This design comes from an exercise in tuning for a short achievable clock period and few clock cycles on the open sky130 flow, not from production work.
At most, simulation tests tie the RTL to the original design; equivalence was not proved.
No driver is modelled on the clock port, so clock power and skew are understated where the tree is cut down; a real chip needs a root buffer or a tree.
Power and IR drop assume default switching activity.

==> flow/design.v (excerpt) <==
module day4_top( clk, rst, rom_addr, rom_data, sum_overlap, sum_contain, done );
    input clk;
    input rst;
    output [13:0] rom_addr;
    input [7:0] rom_data;
    output [15:0] sum_contain;
    output [15:0] sum_overlap;
    output done;
    localparam S_NEW = 0,    
               S_RA  = 1,    
               S_RD1 = 2,    
               S_RB2 = 3,    
               S_RC2 = 4,    
               S_RC  = 5,    
               S_RB3 = 6,    
               S_RD3 = 7,    
               S_RD4 = 8,    
               S_RB4 = 9,    
               S_IDL = 10;   
    localparam NS = 11;
    function lt_hi(input [6:0] x, input [6:0] y);
        reg [6:0] e;
        begin
            e = ~(x ^ y);
            lt_hi = (~x[6] & y[6]) |
                    (e[6] & ~x[5] & y[5]) |
                    (e[6] & e[5] & ~x[4] & y[4]) |
                    (e[6] & e[5] & e[4] & ~x[3] & y[3]);
        end
    endfunction
    function lt_lo(input [6:0] x, input [6:0] y);
        reg [6:0] e;
        begin
            e = ~(x ^ y);
            lt_lo = (~x[2] & y[2]) |
                    (e[2] & ~x[1] & y[1]) |
                    (e[2] & e[1] & ~x[0] & y[0]);
        end
    endfunction
    reg [13:0] addr;
    reg [6:0]  data_q;
    reg [3:0] q_a, q_b, q_d;
    reg [2:0] q_c;
    reg q_99, q_zero;
    reg [NS-1:0] st0;
    reg [11:0]   line0;
    reg [6:0]    a0, b0, c0, d0;
    reg          ac0, ca0, db0, bd0, ad0, cb0;   
    reg [NS-1:0] st1;
    reg [11:0]   line1;
    reg [6:0]    a1, b1, c1, d1;
    reg          ac1, ca1, db1, bd1, ad1, cb1;
    reg          free1;       
    reg          zero1;       
    reg [NS-1:0] cont1;       
    reg [1:0]    off1;        
    reg [NS-1:0] st2;
    reg [11:0]   line2;
    reg [6:0]    a2, b2, c2, d2;
    reg          ac2, ca2, db2, bd2, ad2, cb2;
    reg [11:0] next_line;
    reg        term;
    reg        inc_c, inc_o;
    reg [15:0] cnt_c, cnt_o;
    reg [2:0]  fc, fo;         
    reg        int_done;
    assign rom_addr = addr;
    assign sum_contain = cnt_c;
    assign sum_overlap = cnt_o;
    assign done = int_done;
    wire [6:0] r = rom_data[6:0];
    wire [3:0] in_a = {r[2:0] == a2[2:0], lt_lo(r, a2), r[6:3] == a2[6:3], lt_hi(r, a2)};
  ...
Size: roughly 250 flip-flops, about 7900 sq um of cells after synthesis.
Settings: LEC_CHECK=0, ABC_CLOCK_PERIOD_IN_PS=1500, CAP_MARGIN=20, CORE_MARGIN=2, CORE_UTILIZATION=60, PLACE_DENSITY=0.7, SETUP_SLACK_MARGIN=2.8, SLEW_MARGIN=20, TNS_END_PERCENT=100, POST_CTS_TCL=/design/flow/flow/clocktree.tcl; clock period 4.0 ns.
standard.sh (not shown) runs the stock make flow with config.mk's settings and CLKGATE_MAP_FILE= SYNTH_SCRIPT=/design/flow/synth_recipe.tcl, a recipe that flattens the netlist after the stock synthesis.
==> flow/flow/run.sh <==
#!/bin/bash
# The standard layout, with the clock tree that ORFS's CTS builds replaced
# by a two-level one (flow/clocktree.tcl, run as ORFS's POST_CTS_TCL hook).
set -euo pipefail
here=$(pwd)
echo "export POST_CTS_TCL = $here/flow/clocktree.tcl" >> config.mk
bash standard.sh finish > standard_make.log 2>&1
Other scripts of this flow, unchanged in this note and not shown: flow/flow/clocktree.tcl
The baseline finished clean.
Rerun with:
Settings changed: SETUP_SLACK_MARGIN 2.8 to 2.4.
Outcome:
- The changed run finished clean
- final area falls by 15%
- total power falls by 1.1%
- clock power rises by about 8%
- worst hold slack barely changes
- sequential power is about the same
- routed wire length falls by 30%
- sequential cell count stays the same
- setup slack loses 0.069 ns
- combinational power falls by 47%
- via count falls by 13%
No functional check of the RTL was part of any run of this note. In every run of this note, the design's own scripts or RTL, not TritonCTS, make the clock network.

========
The RTL this note starts from:
==> flow/design.v <==
`timescale 1ns / 1ps
module day4_top( clk, rst, rom_addr, rom_data, sum_overlap, sum_contain, done );
    input clk;
    input rst;
    output [13:0] rom_addr;
    input [7:0] rom_data;
    output [15:0] sum_contain;
    output [15:0] sum_overlap;
    output done;
    localparam S_NEW = 0,    
               S_RA  = 1,    
               S_RD1 = 2,    
               S_RB2 = 3,    
               S_RC2 = 4,    
               S_RC  = 5,    
               S_RB3 = 6,    
               S_RD3 = 7,    
               S_RD4 = 8,    
               S_RB4 = 9,    
               S_IDL = 10;   
    localparam NS = 11;
    reg [13:0] addr;
    reg [7:0]  data_q;
    reg [NS-1:0] f_st, b_st;
    reg [11:0]   f_line, b_line;
    reg [6:0]    f_a, f_b, f_c, f_d;
    reg [6:0]    b_a, b_b, b_c, b_d;
    reg [11:0] next_line;
    reg        term;
    reg        r_v;
    reg [6:0]  r_a, r_b, r_c, r_d;
    reg        inc_c, inc_o;
    reg [15:0] cnt_c, cnt_o;
    reg [2:0]  fc, fo;         
    reg        all_idle_q;
    reg        int_done;
    assign rom_addr = addr;
    assign sum_contain = cnt_c;
    assign sum_overlap = cnt_o;
    assign done = int_done;
    wire [6:0] v = data_q[6:0];
    wire zero = (data_q == 8'd0);
    wire lt_a = v < f_a;
    wire lt_c = v < f_c;
    wire kill     = f_st[S_RA] & (zero | term);
    wire fin_dis  = (f_st[S_RD1] & lt_a) | (f_st[S_RB3] & lt_c) | (f_st[S_RD4] & lt_a);
    wire fin_full = f_st[S_RC2] | f_st[S_RD3] | f_st[S_RB4];
    wire free     = fin_dis | fin_full | f_st[S_NEW];
    wire new_line = free & ~term;
    wire to_idle  = kill | (free & term) | f_st[S_IDL];
    reg [NS-1:0] n_st;
    always @(*) begin
        n_st = {NS{1'b0}};
        if (new_line)
            n_st[S_RA] = 1'b1;
        else if (to_idle)
            n_st[S_IDL] = 1'b1;
        else begin
            n_st[S_RD1] = f_st[S_RA] & v[6];
            n_st[S_RC]  = f_st[S_RA] & ~v[6];
            n_st[S_RB2] = f_st[S_RD1];
            n_st[S_RC2] = f_st[S_RB2];
            n_st[S_RB3] = f_st[S_RC] & ~lt_a;
            n_st[S_RD4] = f_st[S_RC] & lt_a;
            n_st[S_RD3] = f_st[S_RB3];
            n_st[S_RB4] = f_st[S_RD4];
        end
    end
    wire [1:0] n_off = (n_st[S_RD1] | n_st[S_RD3] | n_st[S_RD4]) ? 2'd3 :
                       (n_st[S_RC2] | n_st[S_RC]) ? 2'd2 :
                       (n_st[S_RB2] | n_st[S_RB3] | n_st[S_RB4]) ? 2'd1 : 2'd0;
    wire [6:0] n_a = f_st[S_RA] ? v : f_a;
    wire [6:0] n_b = (f_st[S_RB2] | f_st[S_RB3] | f_st[S_RB4]) ? v : f_b;
    wire [6:0] n_c = (f_st[S_RC2] | f_st[S_RC]) ? v : f_c;
    wire [6:0] n_d = (f_st[S_RD1] | f_st[S_RD3] | f_st[S_RD4]) ? v : f_d;
    wire [11:0] n_line = new_line ? next_line : f_line;
    wire f_idle = f_st[S_IDL];
    wire b_idle = b_st[S_IDL];
    always @(posedge clk) begin
        data_q <= rom_data;
        if (rst) begin
            addr <= 14'd0;
            f_st <= {{(NS-1){1'b0}}, 1'b1} << S_NEW;
            b_st <= {{(NS-1){1'b0}}, 1'b1} << S_RA;
            f_line <= 12'd0;
            b_line <= 12'd0;
            next_line <= 12'd1;
            term <= 1'b0;
            r_v <= 1'b0;
            inc_c <= 1'b0;
            inc_o <= 1'b0;
            cnt_c <= 16'd0;
            cnt_o <= 16'd0;
            fc <= 3'd0;
            fo <= 3'd0;
            all_idle_q <= 1'b0;
            int_done <= 1'b0;
        end else begin
            addr <= {n_line, n_off};
            f_st <= b_st;
            f_line <= b_line;
            b_st <= n_st;
            b_line <= n_line;
            if (new_line)
                next_line <= next_line + 12'd1;
            if (f_st[S_RA] & zero)
                term <= 1'b1;
            r_v <= fin_full;
            inc_c <= r_v & (((r_a <= r_c) & (r_d <= r_b)) | ((r_c <= r_a) & (r_b <= r_d)));
            inc_o <= r_v & (r_a <= r_d) & (r_c <= r_b);
            if (inc_c) begin
                cnt_c[3:0] <= cnt_c[3:0] + 4'd1;
                if (fc[0]) cnt_c[7:4] <= cnt_c[7:4] + 4'd1;
                if (fc[0] & fc[1]) cnt_c[11:8] <= cnt_c[11:8] + 4'd1;
                if (fc[0] & fc[1] & fc[2]) cnt_c[15:12] <= cnt_c[15:12] + 4'd1;
                fc[0] <= (cnt_c[3:0] == 4'd14);
                if (fc[0]) fc[1] <= (cnt_c[7:4] == 4'd14);
                if (fc[0] & fc[1]) fc[2] <= (cnt_c[11:8] == 4'd14);
            end
            if (inc_o) begin
                cnt_o[3:0] <= cnt_o[3:0] + 4'd1;
                if (fo[0]) cnt_o[7:4] <= cnt_o[7:4] + 4'd1;
                if (fo[0] & fo[1]) cnt_o[11:8] <= cnt_o[11:8] + 4'd1;
                if (fo[0] & fo[1] & fo[2]) cnt_o[15:12] <= cnt_o[15:12] + 4'd1;
                fo[0] <= (cnt_o[3:0] == 4'd14);
                if (fo[0]) fo[1] <= (cnt_o[7:4] == 4'd14);
                if (fo[0] & fo[1]) fo[2] <= (cnt_o[11:8] == 4'd14);
            end
            all_idle_q <= term & f_idle & b_idle;
            if (all_idle_q)
                int_done <= 1'b1;
        end
        f_a <= b_a; f_b <= b_b; f_c <= b_c; f_d <= b_d;
        b_a <= n_a; b_b <= n_b; b_c <= n_c; b_d <= n_d;
        r_a <= n_a; r_b <= n_b; r_c <= n_c; r_d <= n_d;
    end
endmodule
clock: 4.0 ns
lec_check: 0
abc_clock_period_in_ps: 1500
cap_margin: 20
core_margin: 2
core_utilization: 40
setup_slack_margin: 2.5
slew_margin: 20
tns_end_percent: 100
run.sh (not shown) runs the stock make flow with config.mk's settings and CLKGATE_MAP_FILE= SYNTH_SCRIPT=/design/flow/synth_recipe.tcl, a recipe that flattens the netlist after the stock synthesis.
Stock flow here: none of the scripts above is used.
Testbench counts at the start, summed over its fixed seeds: cycles 23,939.
Edit:
--- a/flow/config.mk
+++ b/flow/config.mk
@@ -8 +7,0 @@
-export ABC_CLOCK_PERIOD_IN_PS = 1500
@@ -12 +10,0 @@
-export SETUP_SLACK_MARGIN = 2.5
@@ -14 +11,0 @@
-export TNS_END_PERCENT = 100
Outcome: Hold slack gets better by 0.0038 ns; wire length is lower by 18%; power is lower by 7.3%; global-route usage is lower by 2.4 points; cell count is lower by 6.2%; synthesized area does not change; core utilization is lower by 7.5 points; first-iteration DRC count is lower by 58%; design area is lower by 13%; critical path depth is lower by 1.

## afterwards: timing with drivers on the ports
How much do the figures lean on ideal ports? The routed layouts below were timed once more, with nothing changed but the port constraints.
Step 1 sets driving cells, clkbuf_16 on the clock port and buf_2 on the other inputs (assumed; they add their load-dependent delay and slew).
Step 2 times the ports against the registers' clock, not the clock port: input delays grow and output delays shrink by t, the midpoint of the rising clock arrivals with the driver on.
a / b / c = ideal / step 1 / step 2; a / b = the first two.
run	t (ns)	setup WS [ns]	slew at the worst register clock pin (ns)
the first run of note 1	0.363	2.497 / 2.368 / 2.287	0.07 / 0.07
the second run of note 1	0.364	2.428 / 2.327 / 2.249	0.07 / 0.07
the first run of note 2	0.468	1.734 / 1.734 / 1.734	0.06 / 0.06
the second run of note 2	0.461	1.427 / 1.427 / 1.427	0.06 / 0.06
After both steps setup and hold are still met in every run listed. For the first run of note 1, which loses most, drivers alone change the setup slack by -0.129 ns; drivers and shift together by -0.210 ns.
